This design comes from an exercise in tuning for small area on the open sky130 flow, not from production work. RTL that was checked went through simulation tests only; none was proved equivalent to the original. The flow treats the clock pin as an ideal source, which a real chip does not have. Power figures rest on the tool's default switching activity, not on a simulated workload.

==> 04-07: inputs <==
Design matrix_multiper, start of the top module:
module matrix_multiper #(
	parameter DSIZE	= 8,
	parameter MSIZE	= 8
)(
	input				clock,
	input [DSIZE-1:0]	iR,
	input [DSIZE-1:0]	iG,
	input [DSIZE-1:0]	iB,
	input [MSIZE-1:0]	M00,
	input [MSIZE-1:0]	M01,
	input [MSIZE-1:0]	M02,
	input [MSIZE-1:0]	M10,
	input [MSIZE-1:0]	M11,
	input [MSIZE-1:0]	M12,
	input [MSIZE-1:0]	M20,
	input [MSIZE-1:0]	M21,
	input [MSIZE-1:0]	M22,
	output[DSIZE-1:0]	Ro,
	output[DSIZE-1:0]	Go,
	output[DSIZE-1:0]	Bo
);
==> flow/config.mk <==
export PLATFORM = sky130hd
export DESIGN_NAME = matrix_multiper
export DESIGN_NICKNAME = matrix_multiper
export VERILOG_FILES = /design/flow/design.v
export SDC_FILE = /design/flow/constraint.sdc
export NUM_CORES = 4
export LEC_CHECK = 0
export CAP_MARGIN = 20
export CORE_MARGIN = 2
export CORE_UTILIZATION = 40
export GPL_TIMING_DRIVEN = 0
export SLEW_MARGIN = 20
export SYNTH_HIERARCHICAL = 1
==> flow/constraint.sdc <==
create_clock -name core_clock -period 6.0 [get_ports {clock}]
set_input_delay 1.2000 -clock core_clock [delete_from_list [all_inputs] [get_ports {clock}]]
set_output_delay 1.2000 -clock core_clock [all_outputs]
set_load 0.01 [all_outputs]
run.sh (not shown) runs the stock make flow with config.mk's settings and CLKGATE_MAP_FILE= SYNTH_SCRIPT=/design/flow/synth_recipe.tcl, a recipe that flattens the netlist after the stock synthesis.
==> inputs of 11-06, as changes to 04-07 <==
--- a/flow/design.v
+++ b/flow/design.v
@@ -1567,61 +1567,64 @@
 reg p_c1033;
 reg p_c1045;
 reg p_c1053;
 reg p_c1057;
 reg p_c1059;
+reg p_c1150;
+reg p_c1152;
 reg p_c1153;
 reg p_c1173;
-reg p_c1175;
 reg p_c1221;
 reg p_c1240;
 reg p_c1258;
 reg p_c1272;
 reg p_c1284;
 reg p_c1292;
 reg p_c1296;
 reg p_c1298;
+reg p_c1389;
+reg p_c1391;
 reg p_c1392;
 reg p_c1412;
-reg p_c1414;
 reg p_c1460;
 reg p_c1479;
 reg p_c1497;
 reg p_c1511;
 reg p_c1523;
 reg p_c1531;
 reg p_c1535;
 reg p_c1537;
+reg p_c911;
+reg p_c913;
 reg p_c914;
 reg p_c934;
-reg p_c936;
 reg p_c982;
 reg p_s1000;
 reg p_s1018;
 reg p_s1032;
 reg p_s1044;
 reg p_s1052;
 reg p_s1058;
-reg p_s1174;
+reg p_s1172;
 reg p_s1195;
 reg p_s1220;
 reg p_s1239;
 reg p_s1257;
 reg p_s1271;
 reg p_s1283;
 reg p_s1291;
 reg p_s1297;
-reg p_s1413;
+reg p_s1411;
 reg p_s1434;
 reg p_s1459;
 reg p_s1478;
 reg p_s1496;
 reg p_s1510;
 reg p_s1522;
 reg p_s1530;
 reg p_s1536;
-reg p_s935;
+reg p_s933;
 reg p_s956;
 reg p_s981;
 c_inv u0 (.a(iR[0]), .y(n1));
 c_inv u1 (.a(iR[1]), .y(n2));
 c_inv u2 (.a(iR[2]), .y(n3));
@@ -2503,23 +2506,23 @@
 fa u878 (.a(s915), .b(c899), .ci(c901), .s(s925), .co(c926));
 fa u879 (.a(s917), .b(s919), .ci(s921), .s(s927), .co(c928));
 fa u880 (.a(c903), .b(s923), .ci(c905), .s(s929), .co(c930));
 fa u881 (.a(s925), .b(s927), .ci(c907), .s(s931), .co(c932));
 fa u882 (.a(c909), .b(s929), .ci(s931), .s(s933), .co(c934));
-fa u883 (.a(c911), .b(s933), .ci(c913), .s(s935), .co(c936));
-c_and2 u884 (.a(p_c914), .b(p_s935), .y(c937));
+fa u883 (.a(p_c911), .b(p_s933), .ci(p_c913), .s(s935), .co(c936));
+c_and2 u884 (.a(p_c914), .b(s935), .y(c937));
 fa u885 (.a(n45), .b(n134), .ci(n223), .s(s938), .co(c939));
 fa u886 (.a(n100), .b(n189), .ci(n278), .s(s940), .co(c941));
 fa u887 (.a(n64), .b(n83), .ci(n153), .s(s942), .co(c943));
 fa u888 (.a(n172), .b(n242), .ci(n261), .s(s944), .co(c945));
 fa u889 (.a(c916), .b(s938), .ci(c918), .s(s946), .co(c947));
 fa u890 (.a(c920), .b(c922), .ci(s940), .s(s948), .co(c949));
 fa u891 (.a(s942), .b(s944), .ci(c924), .s(s950), .co(c951));
 fa u892 (.a(c926), .b(s946), .ci(c928), .s(s952), .co(c953));
 fa u893 (.a(s948), .b(s950), .ci(c930), .s(s954), .co(c955));
 fa u894 (.a(s952), .b(c932), .ci(s954), .s(s956), .co(c957));
-fa u895 (.a(p_c934), .b(p_s956), .ci(p_c936), .s(s958), .co(c959));
+fa u895 (.a(p_c934), .b(p_s956), .ci(c936), .s(s958), .co(c959));
 c_and2 u896 (.a(c937), .b(s958), .y(c960));
 c_xnor2 u897 (.a(n46), .b(n135), .y(s961));
 c_or2 u898 (.a(n46), .b(n135), .y(c962));
 fa u899 (.a(n224), .b(s961), .ci(n102), .s(s963), .co(c964));
 fa u900 (.a(n191), .b(n280), .ci(n66), .s(s965), .co(c966));
@@ -2629,23 +2632,23 @@
 fa u1004 (.a(s1154), .b(c1138), .ci(c1140), .s(s1164), .co(c1165));
 fa u1005 (.a(s1156), .b(s1158), .ci(s1160), .s(s1166), .co(c1167));
 fa u1006 (.a(c1142), .b(s1162), .ci(c1144), .s(s1168), .co(c1169));
 fa u1007 (.a(s1164), .b(s1166), .ci(c1146), .s(s1170), .co(c1171));
 fa u1008 (.a(c1148), .b(s1168), .ci(s1170), .s(s1172), .co(c1173));
-fa u1009 (.a(c1150), .b(s1172), .ci(c1152), .s(s1174), .co(c1175));
-c_and2 u1010 (.a(p_c1153), .b(p_s1174), .y(c1176));
+fa u1009 (.a(p_c1150), .b(p_s1172), .ci(p_c1152), .s(s1174), .co(c1175));
+c_and2 u1010 (.a(p_c1153), .b(s1174), .y(c1176));
 fa u1011 (.a(n312), .b(n401), .ci(n490), .s(s1177), .co(c1178));
 fa u1012 (.a(n367), .b(n456), .ci(n545), .s(s1179), .co(c1180));
 fa u1013 (.a(n331), .b(n350), .ci(n420), .s(s1181), .co(c1182));
 fa u1014 (.a(n439), .b(n509), .ci(n528), .s(s1183), .co(c1184));
 fa u1015 (.a(c1155), .b(s1177), .ci(c1157), .s(s1185), .co(c1186));
 fa u1016 (.a(c1159), .b(c1161), .ci(s1179), .s(s1187), .co(c1188));
 fa u1017 (.a(s1181), .b(s1183), .ci(c1163), .s(s1189), .co(c1190));
 fa u1018 (.a(c1165), .b(s1185), .ci(c1167), .s(s1191), .co(c1192));
 fa u1019 (.a(s1187), .b(s1189), .ci(c1169), .s(s1193), .co(c1194));
 fa u1020 (.a(s1191), .b(c1171), .ci(s1193), .s(s1195), .co(c1196));
-fa u1021 (.a(p_c1173), .b(p_s1195), .ci(p_c1175), .s(s1197), .co(c1198));
+fa u1021 (.a(p_c1173), .b(p_s1195), .ci(c1175), .s(s1197), .co(c1198));
 c_and2 u1022 (.a(c1176), .b(s1197), .y(c1199));
 c_xnor2 u1023 (.a(n313), .b(n402), .y(s1200));
 c_or2 u1024 (.a(n313), .b(n402), .y(c1201));
 fa u1025 (.a(n491), .b(s1200), .ci(n369), .s(s1202), .co(c1203));
 fa u1026 (.a(n458), .b(n547), .ci(n333), .s(s1204), .co(c1205));
@@ -2755,23 +2758,23 @@
 fa u1130 (.a(s1393), .b(c1377), .ci(c1379), .s(s1403), .co(c1404));
 fa u1131 (.a(s1395), .b(s1397), .ci(s1399), .s(s1405), .co(c1406));
 fa u1132 (.a(c1381), .b(s1401), .ci(c1383), .s(s1407), .co(c1408));
 fa u1133 (.a(s1403), .b(s1405), .ci(c1385), .s(s1409), .co(c1410));
 fa u1134 (.a(c1387), .b(s1407), .ci(s1409), .s(s1411), .co(c1412));
-fa u1135 (.a(c1389), .b(s1411), .ci(c1391), .s(s1413), .co(c1414));
-c_and2 u1136 (.a(p_c1392), .b(p_s1413), .y(c1415));
+fa u1135 (.a(p_c1389), .b(p_s1411), .ci(p_c1391), .s(s1413), .co(c1414));
+c_and2 u1136 (.a(p_c1392), .b(s1413), .y(c1415));
 fa u1137 (.a(n579), .b(n668), .ci(n757), .s(s1416), .co(c1417));
 fa u1138 (.a(n634), .b(n723), .ci(n812), .s(s1418), .co(c1419));
 fa u1139 (.a(n598), .b(n617), .ci(n687), .s(s1420), .co(c1421));
 fa u1140 (.a(n706), .b(n776), .ci(n795), .s(s1422), .co(c1423));
 fa u1141 (.a(c1394), .b(s1416), .ci(c1396), .s(s1424), .co(c1425));
 fa u1142 (.a(c1398), .b(c1400), .ci(s1418), .s(s1426), .co(c1427));
 fa u1143 (.a(s1420), .b(s1422), .ci(c1402), .s(s1428), .co(c1429));
 fa u1144 (.a(c1404), .b(s1424), .ci(c1406), .s(s1430), .co(c1431));
 fa u1145 (.a(s1426), .b(s1428), .ci(c1408), .s(s1432), .co(c1433));
 fa u1146 (.a(s1430), .b(c1410), .ci(s1432), .s(s1434), .co(c1435));
-fa u1147 (.a(p_c1412), .b(p_s1434), .ci(p_c1414), .s(s1436), .co(c1437));
+fa u1147 (.a(p_c1412), .b(p_s1434), .ci(c1414), .s(s1436), .co(c1437));
 c_and2 u1148 (.a(c1415), .b(s1436), .y(c1438));
 c_xnor2 u1149 (.a(n580), .b(n669), .y(s1439));
 c_or2 u1150 (.a(n580), .b(n669), .y(c1440));
 fa u1151 (.a(n758), .b(s1439), .ci(n636), .s(s1441), .co(c1442));
 fa u1152 (.a(n725), .b(n814), .ci(n600), .s(s1443), .co(c1444));
@@ -2831,61 +2834,64 @@
 	p_c1033 <= c1033;
 	p_c1045 <= c1045;
 	p_c1053 <= c1053;
 	p_c1057 <= c1057;
 	p_c1059 <= c1059;
+	p_c1150 <= c1150;
+	p_c1152 <= c1152;
 	p_c1153 <= c1153;
 	p_c1173 <= c1173;
-	p_c1175 <= c1175;
 	p_c1221 <= c1221;
 	p_c1240 <= c1240;
 	p_c1258 <= c1258;
 	p_c1272 <= c1272;
 	p_c1284 <= c1284;
 	p_c1292 <= c1292;
 	p_c1296 <= c1296;
 	p_c1298 <= c1298;
+	p_c1389 <= c1389;
+	p_c1391 <= c1391;
 	p_c1392 <= c1392;
 	p_c1412 <= c1412;
-	p_c1414 <= c1414;
 	p_c1460 <= c1460;
 	p_c1479 <= c1479;
 	p_c1497 <= c1497;
 	p_c1511 <= c1511;
 	p_c1523 <= c1523;
 	p_c1531 <= c1531;
 	p_c1535 <= c1535;
 	p_c1537 <= c1537;
+	p_c911 <= c911;
+	p_c913 <= c913;
 	p_c914 <= c914;
 	p_c934 <= c934;
-	p_c936 <= c936;
 	p_c982 <= c982;
 	p_s1000 <= s1000;
 	p_s1018 <= s1018;
 	p_s1032 <= s1032;
 	p_s1044 <= s1044;
 	p_s1052 <= s1052;
 	p_s1058 <= s1058;
-	p_s1174 <= s1174;
+	p_s1172 <= s1172;
 	p_s1195 <= s1195;
 	p_s1220 <= s1220;
 	p_s1239 <= s1239;
 	p_s1257 <= s1257;
 	p_s1271 <= s1271;
 	p_s1283 <= s1283;
 	p_s1291 <= s1291;
 	p_s1297 <= s1297;
-	p_s1413 <= s1413;
+	p_s1411 <= s1411;
 	p_s1434 <= s1434;
 	p_s1459 <= s1459;
 	p_s1478 <= s1478;
 	p_s1496 <= s1496;
 	p_s1510 <= s1510;
 	p_s1522 <= s1522;
 	p_s1530 <= s1530;
 	p_s1536 <= s1536;
-	p_s935 <= s935;
+	p_s933 <= s933;
 	p_s956 <= s956;
 	p_s981 <= s981;
 end
 wire [7:0] r0 = {n1064, s1062, s1060, s1054, s1046, s1034, s1020, s1002};
 wire [7:0] r1 = {n1303, s1301, s1299, s1293, s1285, s1273, s1259, s1241};
--- a/flow/config.mk
+++ b/flow/config.mk
@@ -6,8 +6,7 @@
 export NUM_CORES = 4
 export LEC_CHECK = 0
 export CAP_MARGIN = 20
 export CORE_MARGIN = 2
 export CORE_UTILIZATION = 40
-export GPL_TIMING_DRIVEN = 0
 export SLEW_MARGIN = 20
 export SYNTH_HIERARCHICAL = 1
==> summary.txt <==
Between 11-06 and 04-07, the lower synthesized cell count is in 04-07 (gap about 0.22%, measured against 04-07). First-iteration DRC count: 04-07 is larger than 11-06 (about 2.6%). Against 11-06, the global-route usage of 04-07 is lower by 0.89 points. Sequential share of layout area: 11-06 is higher than 04-07 (0.26 points).
==> figures <==
| metric | 04-07 | 11-06 |
|---|---|---|
| Switching share of power | 43.8% | 43.7% |
| Average instance area after synthesis | 11.6 sq um | 11.6 sq um |
| Period Utilization, post-route | 98.4% | 88.6% |
| Clock Buffer Count | 17 | 19 |
| Clock distribution power | 1.06 mW | 1.10 mW |
| Leakage power summed over all cells | 7.50 nW | 7.82 nW |
| Switching component of the power | 4.33 mW | 4.34 mW |
| DRC marker count from the first detailed-route iteration | 1198 | 1168 |
| Total met2 wirelength after detailed routing | 21700 um | 21200 um |
| Result of the run | no timing/DRC/antenna violations | no timing/DRC/antenna violations |

---

==> run G <==
Another version of the RTL of matrix_multiper (not shown whole).
==> flow/config.mk <==
export PLATFORM = sky130hd
export DESIGN_NAME = matrix_multiper
export DESIGN_NICKNAME = matrix_multiper
export VERILOG_FILES = /design/flow/design.v
export SDC_FILE = /design/flow/constraint.sdc
export NUM_CORES = 4
export LEC_CHECK = 0
export CAP_MARGIN = 0
export CORE_MARGIN = 2
export CORE_UTILIZATION = 40
export GPL_TIMING_DRIVEN = 0
export SETUP_SLACK_MARGIN = 0.1
export SLEW_MARGIN = 0
export SYNTH_HIERARCHICAL = 1
==> flow/constraint.sdc <==
create_clock -name core_clock -period 6.0 [get_ports {clock}]
set_input_delay 1.2000 -clock core_clock [delete_from_list [all_inputs] [get_ports {clock}]]
set_output_delay 1.2000 -clock core_clock [all_outputs]
set_load 0.01 [all_outputs]
standard.sh (not shown) runs the stock make flow with config.mk's settings and CLKGATE_MAP_FILE= SYNTH_SCRIPT=/design/flow/synth_recipe.tcl, a recipe that flattens the netlist after the stock synthesis.
==> flow/flow/run.sh <==
#!/bin/bash
# The standard layout (standard.sh, the standard flow's own ORFS run) with changes that
# only pick smaller cells; the netlist's logic and registers are untouched:
#  - port buffers are the smallest buffer (buf_1) instead of the delay buffer
#    that buffer_ports picks by default;
#  - clock tree synthesis uses clkbuf_4 leaves under a clkbuf_8 root and no
#    dummy loads; leaves whose flip-flop clock pins would see a slew over
#    100 ps are then sized up to clkbuf_8 and the placement legalised.
# Each tool's output goes to a log file of its own in this folder.
set -euo pipefail
export BUFFER_PORTS_ARGS="-buffer_cell sky130_fd_sc_hd__buf_1"
export CTS_ARGS="-sink_clustering_enable -repair_clock_nets -dont_use_dummy_load -buf_list {sky130_fd_sc_hd__clkbuf_4} -root_buf sky130_fd_sc_hd__clkbuf_8"
export RES=orfs/results/${FLOW_PLATFORM}/matrix_multiper/base
bash standard.sh cts > flow_make_cts.log 2>&1
openroad -no_init -exit flow/clkleaf.tcl > flow_clkleaf.log 2>&1
bash standard.sh finish > flow_make_finish.log 2>&1
==> flow/flow/clkleaf.tcl <==
# Size up the clock tree leaf buffers whose flip-flop clock pins see a slew
# over 100 ps, then legalise the placement.
read_liberty $::env(FLOW_HOME)/platforms/sky130hd/lib/sky130_fd_sc_hd__tt_025C_1v80.lib
read_db $::env(RES)/4_cts.odb
read_sdc $::env(RES)/4_cts.sdc
source $::env(FLOW_HOME)/platforms/sky130hd/setRC.tcl
estimate_parasitics -placement
proc worst_sink_slew {inst} {
  set worst 0
  set out [get_pins -of_objects $inst -filter "direction==output"]
  foreach p [get_pins -of_objects [get_nets -of_objects $out] -filter "direction==input"] {
    foreach pr {slew_max_rise slew_max_fall} {
      set v [get_property $p $pr]
      if {$v > $worst} { set worst $v }
    }
  }
  return $worst
}
set n 0
foreach inst [get_cells *] {
  if {[get_property $inst ref_name] != "sky130_fd_sc_hd__clkbuf_4"} continue
  set w [worst_sink_slew $inst]
  if {$w > 0.100} {
    replace_cell $inst sky130_fd_sc_hd__clkbuf_8
    puts "sized up [get_name $inst] (sink slew $w)"
    incr n
  }
}
puts "sized up $n clock buffers"
detailed_placement
check_placement
estimate_parasitics -placement
set ms 0
foreach p [get_pins -hierarchical */CLK] {
  foreach pr {slew_max_rise slew_max_fall} {
    set v [get_property $p $pr]
    if {$v > $ms} { set ms $v }
  }
}
puts "worst flip-flop clock pin slew now $ms"
write_db $::env(RES)/4_cts.odb
==> run D: changes against run G <==
--- a/flow/design.v
+++ b/flow/design.v
@@ -1517,56 +1517,50 @@
 reg p_c1003;
 reg p_c1017;
 reg p_c1029;
 reg p_c1037;
 reg p_c1041;
 reg p_c1043;
-reg p_c1166;
-reg p_c1167;
 reg p_c1189;
+reg p_c1190;
 reg p_c1208;
 reg p_c1226;
 reg p_c1240;
 reg p_c1252;
 reg p_c1260;
 reg p_c1264;
 reg p_c1266;
-reg p_c1389;
-reg p_c1390;
 reg p_c1412;
+reg p_c1413;
 reg p_c1431;
 reg p_c1449;
 reg p_c1463;
 reg p_c1475;
 reg p_c1483;
 reg p_c1487;
 reg p_c1489;
-reg p_c943;
-reg p_c944;
 reg p_c966;
+reg p_c967;
 reg p_c985;
 reg p_s1002;
 reg p_s1016;
 reg p_s1028;
 reg p_s1036;
 reg p_s1042;
-reg p_s1188;
 reg p_s1207;
 reg p_s1225;
 reg p_s1239;
 reg p_s1251;
 reg p_s1259;
 reg p_s1265;
-reg p_s1411;
 reg p_s1430;
 reg p_s1448;
 reg p_s1462;
 reg p_s1474;
 reg p_s1482;
 reg p_s1488;
-reg p_s965;
 reg p_s984;
 c_inv u0 (.a(iR[0]), .y(n1));
 c_inv u1 (.a(iR[1]), .y(n2));
 c_inv u2 (.a(iR[2]), .y(n3));
 c_inv u3 (.a(iR[3]), .y(n4));
 c_inv u4 (.a(iR[4]), .y(n5));
@@ -2463,23 +2457,23 @@
 fa u895 (.a(c925), .b(c927), .ci(c929), .s(s955), .co(c956));
 fa u896 (.a(s947), .b(s949), .ci(s951), .s(s957), .co(c958));
 fa u897 (.a(c931), .b(s953), .ci(c933), .s(s959), .co(c960));
 fa u898 (.a(c935), .b(s955), .ci(s957), .s(s961), .co(c962));
 fa u899 (.a(c937), .b(s959), .ci(c939), .s(s963), .co(c964));
 fa u900 (.a(s961), .b(c941), .ci(s963), .s(s965), .co(c966));
-c_maj3 u901 (.a(p_s965), .b(p_c943), .c(p_c944), .y(c967));
+c_maj3 u901 (.a(s965), .b(c943), .c(c944), .y(c967));
 fa u902 (.a(c946), .b(n105), .ci(n194), .s(s968), .co(c969));
 fa u903 (.a(n283), .b(n69), .ci(n158), .s(s970), .co(c971));
 fa u904 (.a(n247), .b(n88), .ci(n177), .s(s972), .co(c973));
 fa u905 (.a(n266), .b(c948), .ci(c950), .s(s974), .co(c975));
 fa u906 (.a(c952), .b(s968), .ci(s970), .s(s976), .co(c977));
 fa u907 (.a(s972), .b(c954), .ci(c956), .s(s978), .co(c979));
 fa u908 (.a(c958), .b(s974), .ci(s976), .s(s980), .co(c981));
 fa u909 (.a(c960), .b(s978), .ci(c962), .s(s982), .co(c983));
 fa u910 (.a(s980), .b(c964), .ci(s982), .s(s984), .co(c985));
-fa u911 (.a(p_c966), .b(p_s984), .ci(c967), .s(s986), .co(c987));
+fa u911 (.a(p_c966), .b(p_s984), .ci(p_c967), .s(s986), .co(c987));
 fa u912 (.a(n51), .b(n140), .ci(n229), .s(s988), .co(c989));
 fa u913 (.a(n107), .b(n196), .ci(n285), .s(s990), .co(c991));
 fa u914 (.a(n90), .b(n179), .ci(n268), .s(s992), .co(c993));
 fa u915 (.a(s988), .b(c969), .ci(c971), .s(s994), .co(c995));
 fa u916 (.a(c973), .b(s990), .ci(s992), .s(s996), .co(c997));
 fa u917 (.a(c975), .b(c977), .ci(s994), .s(s998), .co(c999));
@@ -2581,23 +2575,23 @@
 fa u1013 (.a(c1148), .b(c1150), .ci(c1152), .s(s1178), .co(c1179));
 fa u1014 (.a(s1170), .b(s1172), .ci(s1174), .s(s1180), .co(c1181));
 fa u1015 (.a(c1154), .b(s1176), .ci(c1156), .s(s1182), .co(c1183));
 fa u1016 (.a(c1158), .b(s1178), .ci(s1180), .s(s1184), .co(c1185));
 fa u1017 (.a(c1160), .b(s1182), .ci(c1162), .s(s1186), .co(c1187));
 fa u1018 (.a(s1184), .b(c1164), .ci(s1186), .s(s1188), .co(c1189));
-c_maj3 u1019 (.a(p_s1188), .b(p_c1166), .c(p_c1167), .y(c1190));
+c_maj3 u1019 (.a(s1188), .b(c1166), .c(c1167), .y(c1190));
 fa u1020 (.a(c1169), .b(n372), .ci(n461), .s(s1191), .co(c1192));
 fa u1021 (.a(n550), .b(n336), .ci(n425), .s(s1193), .co(c1194));
 fa u1022 (.a(n514), .b(n355), .ci(n444), .s(s1195), .co(c1196));
 fa u1023 (.a(n533), .b(c1171), .ci(c1173), .s(s1197), .co(c1198));
 fa u1024 (.a(c1175), .b(s1191), .ci(s1193), .s(s1199), .co(c1200));
 fa u1025 (.a(s1195), .b(c1177), .ci(c1179), .s(s1201), .co(c1202));
 fa u1026 (.a(c1181), .b(s1197), .ci(s1199), .s(s1203), .co(c1204));
 fa u1027 (.a(c1183), .b(s1201), .ci(c1185), .s(s1205), .co(c1206));
 fa u1028 (.a(s1203), .b(c1187), .ci(s1205), .s(s1207), .co(c1208));
-fa u1029 (.a(p_c1189), .b(p_s1207), .ci(c1190), .s(s1209), .co(c1210));
+fa u1029 (.a(p_c1189), .b(p_s1207), .ci(p_c1190), .s(s1209), .co(c1210));
 fa u1030 (.a(n318), .b(n407), .ci(n496), .s(s1211), .co(c1212));
 fa u1031 (.a(n374), .b(n463), .ci(n552), .s(s1213), .co(c1214));
 fa u1032 (.a(n357), .b(n446), .ci(n535), .s(s1215), .co(c1216));
 fa u1033 (.a(s1211), .b(c1192), .ci(c1194), .s(s1217), .co(c1218));
 fa u1034 (.a(c1196), .b(s1213), .ci(s1215), .s(s1219), .co(c1220));
 fa u1035 (.a(c1198), .b(c1200), .ci(s1217), .s(s1221), .co(c1222));
@@ -2699,23 +2693,23 @@
 fa u1131 (.a(c1371), .b(c1373), .ci(c1375), .s(s1401), .co(c1402));
 fa u1132 (.a(s1393), .b(s1395), .ci(s1397), .s(s1403), .co(c1404));
 fa u1133 (.a(c1377), .b(s1399), .ci(c1379), .s(s1405), .co(c1406));
 fa u1134 (.a(c1381), .b(s1401), .ci(s1403), .s(s1407), .co(c1408));
 fa u1135 (.a(c1383), .b(s1405), .ci(c1385), .s(s1409), .co(c1410));
 fa u1136 (.a(s1407), .b(c1387), .ci(s1409), .s(s1411), .co(c1412));
-c_maj3 u1137 (.a(p_s1411), .b(p_c1389), .c(p_c1390), .y(c1413));
+c_maj3 u1137 (.a(s1411), .b(c1389), .c(c1390), .y(c1413));
 fa u1138 (.a(c1392), .b(n639), .ci(n728), .s(s1414), .co(c1415));
 fa u1139 (.a(n817), .b(n603), .ci(n692), .s(s1416), .co(c1417));
 fa u1140 (.a(n781), .b(n622), .ci(n711), .s(s1418), .co(c1419));
 fa u1141 (.a(n800), .b(c1394), .ci(c1396), .s(s1420), .co(c1421));
 fa u1142 (.a(c1398), .b(s1414), .ci(s1416), .s(s1422), .co(c1423));
 fa u1143 (.a(s1418), .b(c1400), .ci(c1402), .s(s1424), .co(c1425));
 fa u1144 (.a(c1404), .b(s1420), .ci(s1422), .s(s1426), .co(c1427));
 fa u1145 (.a(c1406), .b(s1424), .ci(c1408), .s(s1428), .co(c1429));
 fa u1146 (.a(s1426), .b(c1410), .ci(s1428), .s(s1430), .co(c1431));
-fa u1147 (.a(p_c1412), .b(p_s1430), .ci(c1413), .s(s1432), .co(c1433));
+fa u1147 (.a(p_c1412), .b(p_s1430), .ci(p_c1413), .s(s1432), .co(c1433));
 fa u1148 (.a(n585), .b(n674), .ci(n763), .s(s1434), .co(c1435));
 fa u1149 (.a(n641), .b(n730), .ci(n819), .s(s1436), .co(c1437));
 fa u1150 (.a(n624), .b(n713), .ci(n802), .s(s1438), .co(c1439));
 fa u1151 (.a(s1434), .b(c1415), .ci(c1417), .s(s1440), .co(c1441));
 fa u1152 (.a(c1419), .b(s1436), .ci(s1438), .s(s1442), .co(c1443));
 fa u1153 (.a(c1421), .b(c1423), .ci(s1440), .s(s1444), .co(c1445));
@@ -2748,56 +2742,50 @@
 	p_c1003 <= c1003;
 	p_c1017 <= c1017;
 	p_c1029 <= c1029;
 	p_c1037 <= c1037;
 	p_c1041 <= c1041;
 	p_c1043 <= c1043;
-	p_c1166 <= c1166;
-	p_c1167 <= c1167;
 	p_c1189 <= c1189;
+	p_c1190 <= c1190;
 	p_c1208 <= c1208;
 	p_c1226 <= c1226;
 	p_c1240 <= c1240;
 	p_c1252 <= c1252;
 	p_c1260 <= c1260;
 	p_c1264 <= c1264;
 	p_c1266 <= c1266;
-	p_c1389 <= c1389;
-	p_c1390 <= c1390;
 	p_c1412 <= c1412;
+	p_c1413 <= c1413;
 	p_c1431 <= c1431;
 	p_c1449 <= c1449;
 	p_c1463 <= c1463;
 	p_c1475 <= c1475;
 	p_c1483 <= c1483;
 	p_c1487 <= c1487;
 	p_c1489 <= c1489;
-	p_c943 <= c943;
-	p_c944 <= c944;
 	p_c966 <= c966;
+	p_c967 <= c967;
 	p_c985 <= c985;
 	p_s1002 <= s1002;
 	p_s1016 <= s1016;
 	p_s1028 <= s1028;
 	p_s1036 <= s1036;
 	p_s1042 <= s1042;
-	p_s1188 <= s1188;
 	p_s1207 <= s1207;
 	p_s1225 <= s1225;
 	p_s1239 <= s1239;
 	p_s1251 <= s1251;
 	p_s1259 <= s1259;
 	p_s1265 <= s1265;
-	p_s1411 <= s1411;
 	p_s1430 <= s1430;
 	p_s1448 <= s1448;
 	p_s1462 <= s1462;
 	p_s1474 <= s1474;
 	p_s1482 <= s1482;
 	p_s1488 <= s1488;
-	p_s965 <= s965;
 	p_s984 <= s984;
 end
 wire [7:0] r0 = {n1048, s1046, s1044, s1038, s1030, s1018, s1004, s986};
 wire [7:0] r1 = {n1271, s1269, s1267, s1261, s1253, s1241, s1227, s1209};
 wire [7:0] r2 = {n1494, s1492, s1490, s1484, s1476, s1464, s1450, s1432};
 reg [23:0] q2, q3, q4;
==> summary of the runs <==
Run D produced a clean layout. Run G went through all stages and came out clean. Total power: run D is higher than run G (3.3%). In run D the utilization is higher than in run G, by 0.84 points. Of run D and run G, run G has the higher cell count (gap about 0.7%, measured against run G). In run G the register-to-register slack is lower than in run D, by 0.30 ns.
No functional check of the RTL was part of run D.

## static timing again, ports no longer ideal
The flow's constraints put no driver on any port. The routed layouts listed below were extracted and timed again, unchanged, in two steps.
Step 1: set_driving_cell puts a clkbuf_16 on clock and a buf_2 on each other input, an assumption about the parent block.
Step 2, shift: input delay + t, output delay - t, t = (earliest + latest rising clock arrival at the registers) / 2. This alone moves slack from input paths to output paths.
a / b / c = no drivers / after step 1 / after step 2; a / b = the first two.
run	t, ns	setup WS [ns]	cell pins on the clock port's net
04-07	0.481	0.095 / 0.117 / -0.364	1
11-06	0.491	0.682 / 0.704 / 0.213	1
run G	0.479	0.276 / 0.293 / -0.186	1
run D	0.478	0.156 / 0.185 / -0.293	1
Met with ideal ports but missed after step 2: setup timing in 04-07, run G and run D. For 11-06, which loses most, drivers alone change the setup slack by +0.022 ns; drivers and shift together by -0.469 ns.
